From an optimization exercise on the open Yosys and OpenROAD flow, aimed at small area; shortcuts taken in it are not production practice. Only simulation tests tie the RTL to the original design; equivalence was not proved. Power and IR drop assume default switching activity.

## mmu_top
module mmu_top
    #(
        parameter int MATRIX_WIDTH = 6
    )(
        input   logic clk,
        input   logic rst,
        input   logic enable,
        input   logic [8*MATRIX_WIDTH-1:0] weight_data,
        input   logic weight_signed,
        input   logic load_weight,
        input   logic [7:0] weight_addr,
        input   logic activate_weight,
        input   logic [8*MATRIX_WIDTH-1:0] data_in,
        input   logic data_signed,
        output  logic [32*MATRIX_WIDTH-1:0] result
    );
    logic [8*MATRIX_WIDTH-1:0] sds_systolic_output_n;
    systolic_data_setup_unit #(
        .MATRIX_WIDTH(MATRIX_WIDTH)
    ) systolic_data_setup_unit_tpu_core (
        .clk                (clk),
        .enable             (enable),
        .data_in            (data_in),
        .systolic_data_out_n (sds_systolic_output_n)
    );
    matrix_multiply_unit #(
        .MATRIX_WIDTH(MATRIX_WIDTH)
    ) matrix_multiply_unit_tpu_core (
        .clk                (clk),
        .rst                (rst),
        .enable             (enable),
        .weight_data        (weight_data),
        .weight_signed      (weight_signed),
        .systolic_data_n    (sds_systolic_output_n),
        .systolic_signed    (data_signed),
        .activate_weight    (activate_weight),
        .load_weight        (load_weight),
        .weight_addr        (weight_addr),
        .result             (result)
    );
endmodule
==> module systolic_data_setup_unit, before the edit <==
module systolic_data_setup_unit
    #(
        parameter int MATRIX_WIDTH = 6
    )(
        input  logic clk,
        input  logic enable,
        input  logic [8*MATRIX_WIDTH-1:0] data_in,
        output logic [8*MATRIX_WIDTH-1:0] systolic_data_out_n      
    );
    assign systolic_data_out_n[7:0] = ~data_in[7:0];
    genvar g;
    generate
        for (g = 1; g < MATRIX_WIDTH; g++) begin : g_row
            logic [7:0] stage [g];
            always_ff @(posedge clk) begin
                if (enable) begin
                    stage[0] <= ~data_in[8*g +: 8];
                    for (int k = 1; k < g; k++) stage[k] <= stage[k-1];
                end
            end
            assign systolic_data_out_n[8*g +: 8] = stage[g-1];
        end
    endgenerate
endmodule
==> module matrix_multiply_unit, before the edit <==
module matrix_multiply_unit
    #(
        parameter int MATRIX_WIDTH = 6
    )(
        input   logic clk,
        input   logic rst,
        input   logic enable,
        input   logic [8*MATRIX_WIDTH-1:0] weight_data,
        input   logic weight_signed,
        input   logic [8*MATRIX_WIDTH-1:0] systolic_data_n,    
        input   logic systolic_signed,
        input   logic activate_weight,
        input   logic load_weight,
        input   logic [7:0] weight_addr,
        output  logic [32*MATRIX_WIDTH-1:0] result
    );
    localparam int MW = 6;
    logic [MW-2:0] act_cs;
    logic [MW+1:0] sgn_cs;
    logic [MW-1:0] act_row;      
    logic [MW-1:0] sgn_row;      
    always_ff @(posedge clk) begin
        if (rst) begin
            act_cs <= '0;
            sgn_cs <= '0;
        end else begin
            act_cs <= {act_cs[MW-3:0], activate_weight};
            sgn_cs <= {sgn_cs[MW:0], systolic_signed};
        end
    end
    assign act_row = {act_cs, activate_weight};
    assign sgn_row = {sgn_cs[MW-2:0], systolic_signed};
    logic [8*MW-1:0] pre_wn [MW];
    logic [MW-1:0]   pre_s;
    logic [8*MW-1:0] act_wn [MW];
    logic [MW-1:0]   act_s;
    logic [7:0]      d_byten [MW];
    logic [MW-1:0]   d_sgn;
    logic [8*MW-1:0] wdn_gated;
    logic            ws_gated;
    assign wdn_gated = rst ? '1 : ~weight_data;
    assign ws_gated = rst ? 1'b0 : weight_signed;
    logic rst_q;
    always_ff @(posedge clk)
        rst_q <= rst;
    logic [2:0] warm;
    always_ff @(posedge clk) begin
        if (rst)
            warm <= '0;
        else if (enable && warm != 3'd7)
            warm <= warm + 3'd1;
    end
    genvar i, j;
    generate
        for (i = 0; i < MW; i++) begin : g_row
            always_ff @(posedge clk) begin
                if (rst || (load_weight && weight_addr == i)) begin
                    pre_wn[i] <= wdn_gated;
                    pre_s[i] <= ws_gated;
                end
            end
            always_ff @(posedge clk) begin
                if (act_row[i] || rst_q)
                    act_wn[i] <= pre_wn[i];
            end
            always_ff @(posedge clk) begin
                if (act_row[i] || rst_q)
                    act_s[i] <= pre_s[i];
            end
            always_ff @(posedge clk) begin
                if (enable) begin
                    d_byten[i] <= systolic_data_n[8*i +: 8];
                    d_sgn[i]  <= sgn_row[i] & ~systolic_data_n[8*i+7];
                end
            end
        end
        for (j = 0; j < MW; j++) begin : g_col
            logic [16:0] u0, s0;
            logic [17:0] u1, s1;
            logic [18:0] u2, u3, s2, s3;
            logic [19:0] u4, u5, s4, s5, r5, r5_ns;
            logic [1:0]  c0, c1, c2, c3, c4, c5, co0, co1, co2, co3, co4, co5;
            mac_row0 m0 (.dn(d_byten[0]), .da(d_sgn[0]), .wn(act_wn[0][8*j +: 8]), .wb(act_s[0] & ~act_wn[0][8*j+7]), .s(s0), .cout(co0));
            mac_row1 m1 (.dn(d_byten[1]), .da(d_sgn[1]), .wn(act_wn[1][8*j +: 8]), .wb(act_s[1] & ~act_wn[1][8*j+7]), .uin(u0), .cin(c0), .s(s1), .cout(co1));
            mac_row2 m2 (.dn(d_byten[2]), .da(d_sgn[2]), .wn(act_wn[2][8*j +: 8]), .wb(act_s[2] & ~act_wn[2][8*j+7]), .uin(u1), .cin(c1), .s(s2), .cout(co2));
            mac_row3 m3 (.dn(d_byten[3]), .da(d_sgn[3]), .wn(act_wn[3][8*j +: 8]), .wb(act_s[3] & ~act_wn[3][8*j+7]), .uin(u2), .cin(c2), .s(s3), .cout(co3));
            mac_row4 m4 (.dn(d_byten[4]), .da(d_sgn[4]), .wn(act_wn[4][8*j +: 8]), .wb(act_s[4] & ~act_wn[4][8*j+7]), .uin(u3), .cin(c3), .s(s4), .cout(co4));
            mac_row5 m5 (.dn(d_byten[5]), .da(d_sgn[5]), .wn(act_wn[5][8*j +: 8]), .wb(act_s[5] & ~act_wn[5][8*j+7]), .uin(u4), .cin(c4), .s(s5), .cout(co5));
            mac_fixup fx (.u(u5), .c(c5), .r(r5_ns));
            always_ff @(posedge clk) begin
                if (enable) begin
                    u0 <= s0;
                    u1 <= s1;
                    u2 <= s2;
                    u3 <= s3;
                    u4 <= s4;
                    u5 <= s5;
                    {c0, c1, c2, c3, c4, c5} <= {co0, co1, co2, co3, co4, co5};
                end
            end
            always_ff @(posedge clk) begin
                if (rst || (enable && warm != 3'd7))
                    r5 <= '0;
                else if (enable)
                    r5 <= r5_ns;
            end
            assign result[32*j +: 32] = {{9{r5[19] & sgn_cs[MW+1]}}, {3{r5[19]}}, r5};
        end
    endgenerate
endmodule
==> module mmu_top, before the edit <==
module mmu_top
    #(
        parameter int MATRIX_WIDTH = 6
    )(
        input   logic clk,
        input   logic rst,
        input   logic enable,
        input   logic [8*MATRIX_WIDTH-1:0] weight_data,
        input   logic weight_signed,
        input   logic load_weight,
        input   logic [7:0] weight_addr,
        input   logic activate_weight,
        input   logic [8*MATRIX_WIDTH-1:0] data_in,
        input   logic data_signed,
        output  logic [32*MATRIX_WIDTH-1:0] result
    );
    logic [8*MATRIX_WIDTH-1:0] sds_systolic_output_n;
    systolic_data_setup_unit #(
        .MATRIX_WIDTH(MATRIX_WIDTH)
    ) systolic_data_setup_unit_tpu_core (
        .clk                (clk),
        .enable             (enable),
        .data_in            (data_in),
        .systolic_data_out_n (sds_systolic_output_n)
    );
    matrix_multiply_unit #(
        .MATRIX_WIDTH(MATRIX_WIDTH)
    ) matrix_multiply_unit_tpu_core (
        .clk                (clk),
        .rst                (rst),
        .enable             (enable),
        .weight_data        (weight_data),
        .weight_signed      (weight_signed),
        .systolic_data_n    (sds_systolic_output_n),
        .systolic_signed    (data_signed),
        .activate_weight    (activate_weight),
        .load_weight        (load_weight),
        .weight_addr        (weight_addr),
        .result             (result)
    );
endmodule
export LEC_CHECK = 0
export CAP_MARGIN = 20
export CORE_MARGIN = 2
export CORE_UTILIZATION = 65
export CTS_BUF_LIST = sky130_fd_sc_hd__clkbuf_16
export CTS_CLUSTER_DIAMETER = 80
export CTS_CLUSTER_SIZE = 20
export SLEW_MARGIN = 20
export SYNTH_HIERARCHICAL = 1
export SYNTH_MINIMUM_KEEP_SIZE = 0
create_clock -name core_clock -period 7.0 [get_ports {clk}]
standard.sh (not shown) runs the stock make flow with config.mk's settings and CLKGATE_MAP_FILE= SYNTH_SCRIPT=/design/flow/synth_recipe.tcl, a recipe that flattens the netlist after the stock synthesis.
==> flow/flow/run.sh <==
#!/bin/bash
# Layout flow: the standard flow (standard.sh, unchanged synthesis, floorplan,
# power grid, placement, routing) with two settings changed:
#  - the port buffers that global placement inserts on every input and output are
#    the smallest buffer, sky130_fd_sc_hd__buf_1 (repair may still resize them);
#  - clock tree synthesis clusters up to 24 sinks within 90 um per clkbuf_16 leaf
#    buffer and inserts no dummy loads.
# Each make step's full log stays in orfs/logs/; standard.sh's own output is in flow.log.
set -euo pipefail
cd "$(dirname "$0")/.."
bash standard.sh \
  "BUFFER_PORTS_ARGS=-buffer_cell sky130_fd_sc_hd__buf_1" \
  "CTS_ARGS=-sink_clustering_enable -repair_clock_nets -sink_clustering_size 24 -sink_clustering_max_diameter 90 -buf_list sky130_fd_sc_hd__clkbuf_16 -dont_use_dummy_load" \
  finish > flow.log 2>&1
test -s out/final.def
Edit:
--- a/flow/design.v
+++ b/flow/design.v
@@ -625,12 +625,20 @@
     #(
         parameter int MATRIX_WIDTH = 6
     )(
         input  logic clk,
+        input  logic rst,
         input  logic enable,
         input  logic [8*MATRIX_WIDTH-1:0] data_in,
-        output logic [8*MATRIX_WIDTH-1:0] systolic_data_out_n      
+        output logic [8*MATRIX_WIDTH-1:0] systolic_data_out_n,     
+        output logic [2:0] filled
     );
+    always_ff @(posedge clk) begin
+        if (rst)
+            filled <= '0;
+        else if (enable && filled != 3'(MATRIX_WIDTH))
+            filled <= filled + 3'd1;
+    end
     assign systolic_data_out_n[7:0] = ~data_in[7:0];
     genvar g;
     generate
         for (g = 1; g < MATRIX_WIDTH; g++) begin : g_row
@@ -640,9 +648,9 @@
                     stage[0] <= ~data_in[8*g +: 8];
                     for (int k = 1; k < g; k++) stage[k] <= stage[k-1];
                 end
             end
-            assign systolic_data_out_n[8*g +: 8] = stage[g-1];
+            assign systolic_data_out_n[8*g +: 8] = (filled >= 3'(g)) ? stage[g-1] : 8'hff;
         end
     endgenerate
 endmodule
 module matrix_multiply_unit
@@ -654,8 +662,9 @@
         input   logic enable,
         input   logic [8*MATRIX_WIDTH-1:0] weight_data,
         input   logic weight_signed,
         input   logic [8*MATRIX_WIDTH-1:0] systolic_data_n,    
+        input   logic [2:0] warm,      
         input   logic systolic_signed,
         input   logic activate_weight,
         input   logic load_weight,
         input   logic [7:0] weight_addr,
@@ -689,15 +698,8 @@
     assign ws_gated = rst ? 1'b0 : weight_signed;
     logic rst_q;
     always_ff @(posedge clk)
         rst_q <= rst;
-    logic [2:0] warm;
-    always_ff @(posedge clk) begin
-        if (rst)
-            warm <= '0;
-        else if (enable && warm != 3'd7)
-            warm <= warm + 3'd1;
-    end
     genvar i, j;
     generate
         for (i = 0; i < MW; i++) begin : g_row
             always_ff @(posedge clk) begin
@@ -710,13 +712,18 @@
                 if (act_row[i] || rst_q)
                     act_wn[i] <= pre_wn[i];
             end
             always_ff @(posedge clk) begin
-                if (act_row[i] || rst_q)
+                if (rst)
+                    act_s[i] <= 1'b0;
+                else if (act_row[i] || rst_q)
                     act_s[i] <= pre_s[i];
             end
             always_ff @(posedge clk) begin
-                if (enable) begin
+                if (rst) begin
+                    d_byten[i] <= '1;
+                    d_sgn[i]  <= 1'b0;
+                end else if (enable) begin
                     d_byten[i] <= systolic_data_n[8*i +: 8];
                     d_sgn[i]  <= sgn_row[i] & ~systolic_data_n[8*i+7];
                 end
             end
@@ -745,9 +752,9 @@
                     {c0, c1, c2, c3, c4, c5} <= {co0, co1, co2, co3, co4, co5};
                 end
             end
             always_ff @(posedge clk) begin
-                if (rst || (enable && warm != 3'd7))
+                if (rst || (enable && warm != 3'd6))
                     r5 <= '0;
                 else if (enable)
                     r5 <= r5_ns;
             end
@@ -771,15 +778,18 @@
         input   logic data_signed,
         output  logic [32*MATRIX_WIDTH-1:0] result
     );
     logic [8*MATRIX_WIDTH-1:0] sds_systolic_output_n;
+    logic [2:0] sds_filled;
     systolic_data_setup_unit #(
         .MATRIX_WIDTH(MATRIX_WIDTH)
     ) systolic_data_setup_unit_tpu_core (
         .clk                (clk),
+        .rst                (rst),
         .enable             (enable),
         .data_in            (data_in),
-        .systolic_data_out_n (sds_systolic_output_n)
+        .systolic_data_out_n (sds_systolic_output_n),
+        .filled             (sds_filled)
     );
     matrix_multiply_unit #(
         .MATRIX_WIDTH(MATRIX_WIDTH)
     ) matrix_multiply_unit_tpu_core (
@@ -788,8 +798,9 @@
         .enable             (enable),
         .weight_data        (weight_data),
         .weight_signed      (weight_signed),
         .systolic_data_n    (sds_systolic_output_n),
+        .warm               (sds_filled),
         .systolic_signed    (data_signed),
         .activate_weight    (activate_weight),
         .load_weight        (load_weight),
         .weight_addr        (weight_addr),
Effect:
- The new run passed the timing, design-rule and antenna checks
- power decreases by 50%
- final cell count rises by 2.1%
- register-to-register slack got worse by 0.17 ns
- worst setup slack loses 0.17 ns
- non-clock buffer count goes up by 47
- core utilization stays flat
- final area goes up by 0.90%
- worst hold slack is worse by 0.013 ns
- die area grows by 0.78%
- area after synthesis climbs by 0.79%
- via count rose by 3.3%

==> what the ideal ports hide <==
No port has a modelled driver above. Below, the same layouts with a new extraction and two added sets of constraints. Step 1: set_driving_cell puts a clkbuf_16 on clk and a buf_2 on each other input, an assumption about the parent block. Step 2 moves the port delays by t, midway between the first and last clock arrival at a register: inputs arrive t later, outputs are due t later. That takes back most of the time a late clock gives input paths. a / b / c = no drivers / after step 1 / after step 2; a / b = the first two.
run	shift t [ns]	setup WS [ns]	clock arrival spread, ns	slew at the worst register clock pin (ns)
the first run	0.840	1.200 / 1.200 / 1.200	0.071 / 0.070	0.10 / 0.10
the second run	0.855	1.032 / 1.032 / 1.032	0.089 / 0.090	0.10 / 0.10
After both steps every run listed still meets setup and hold.
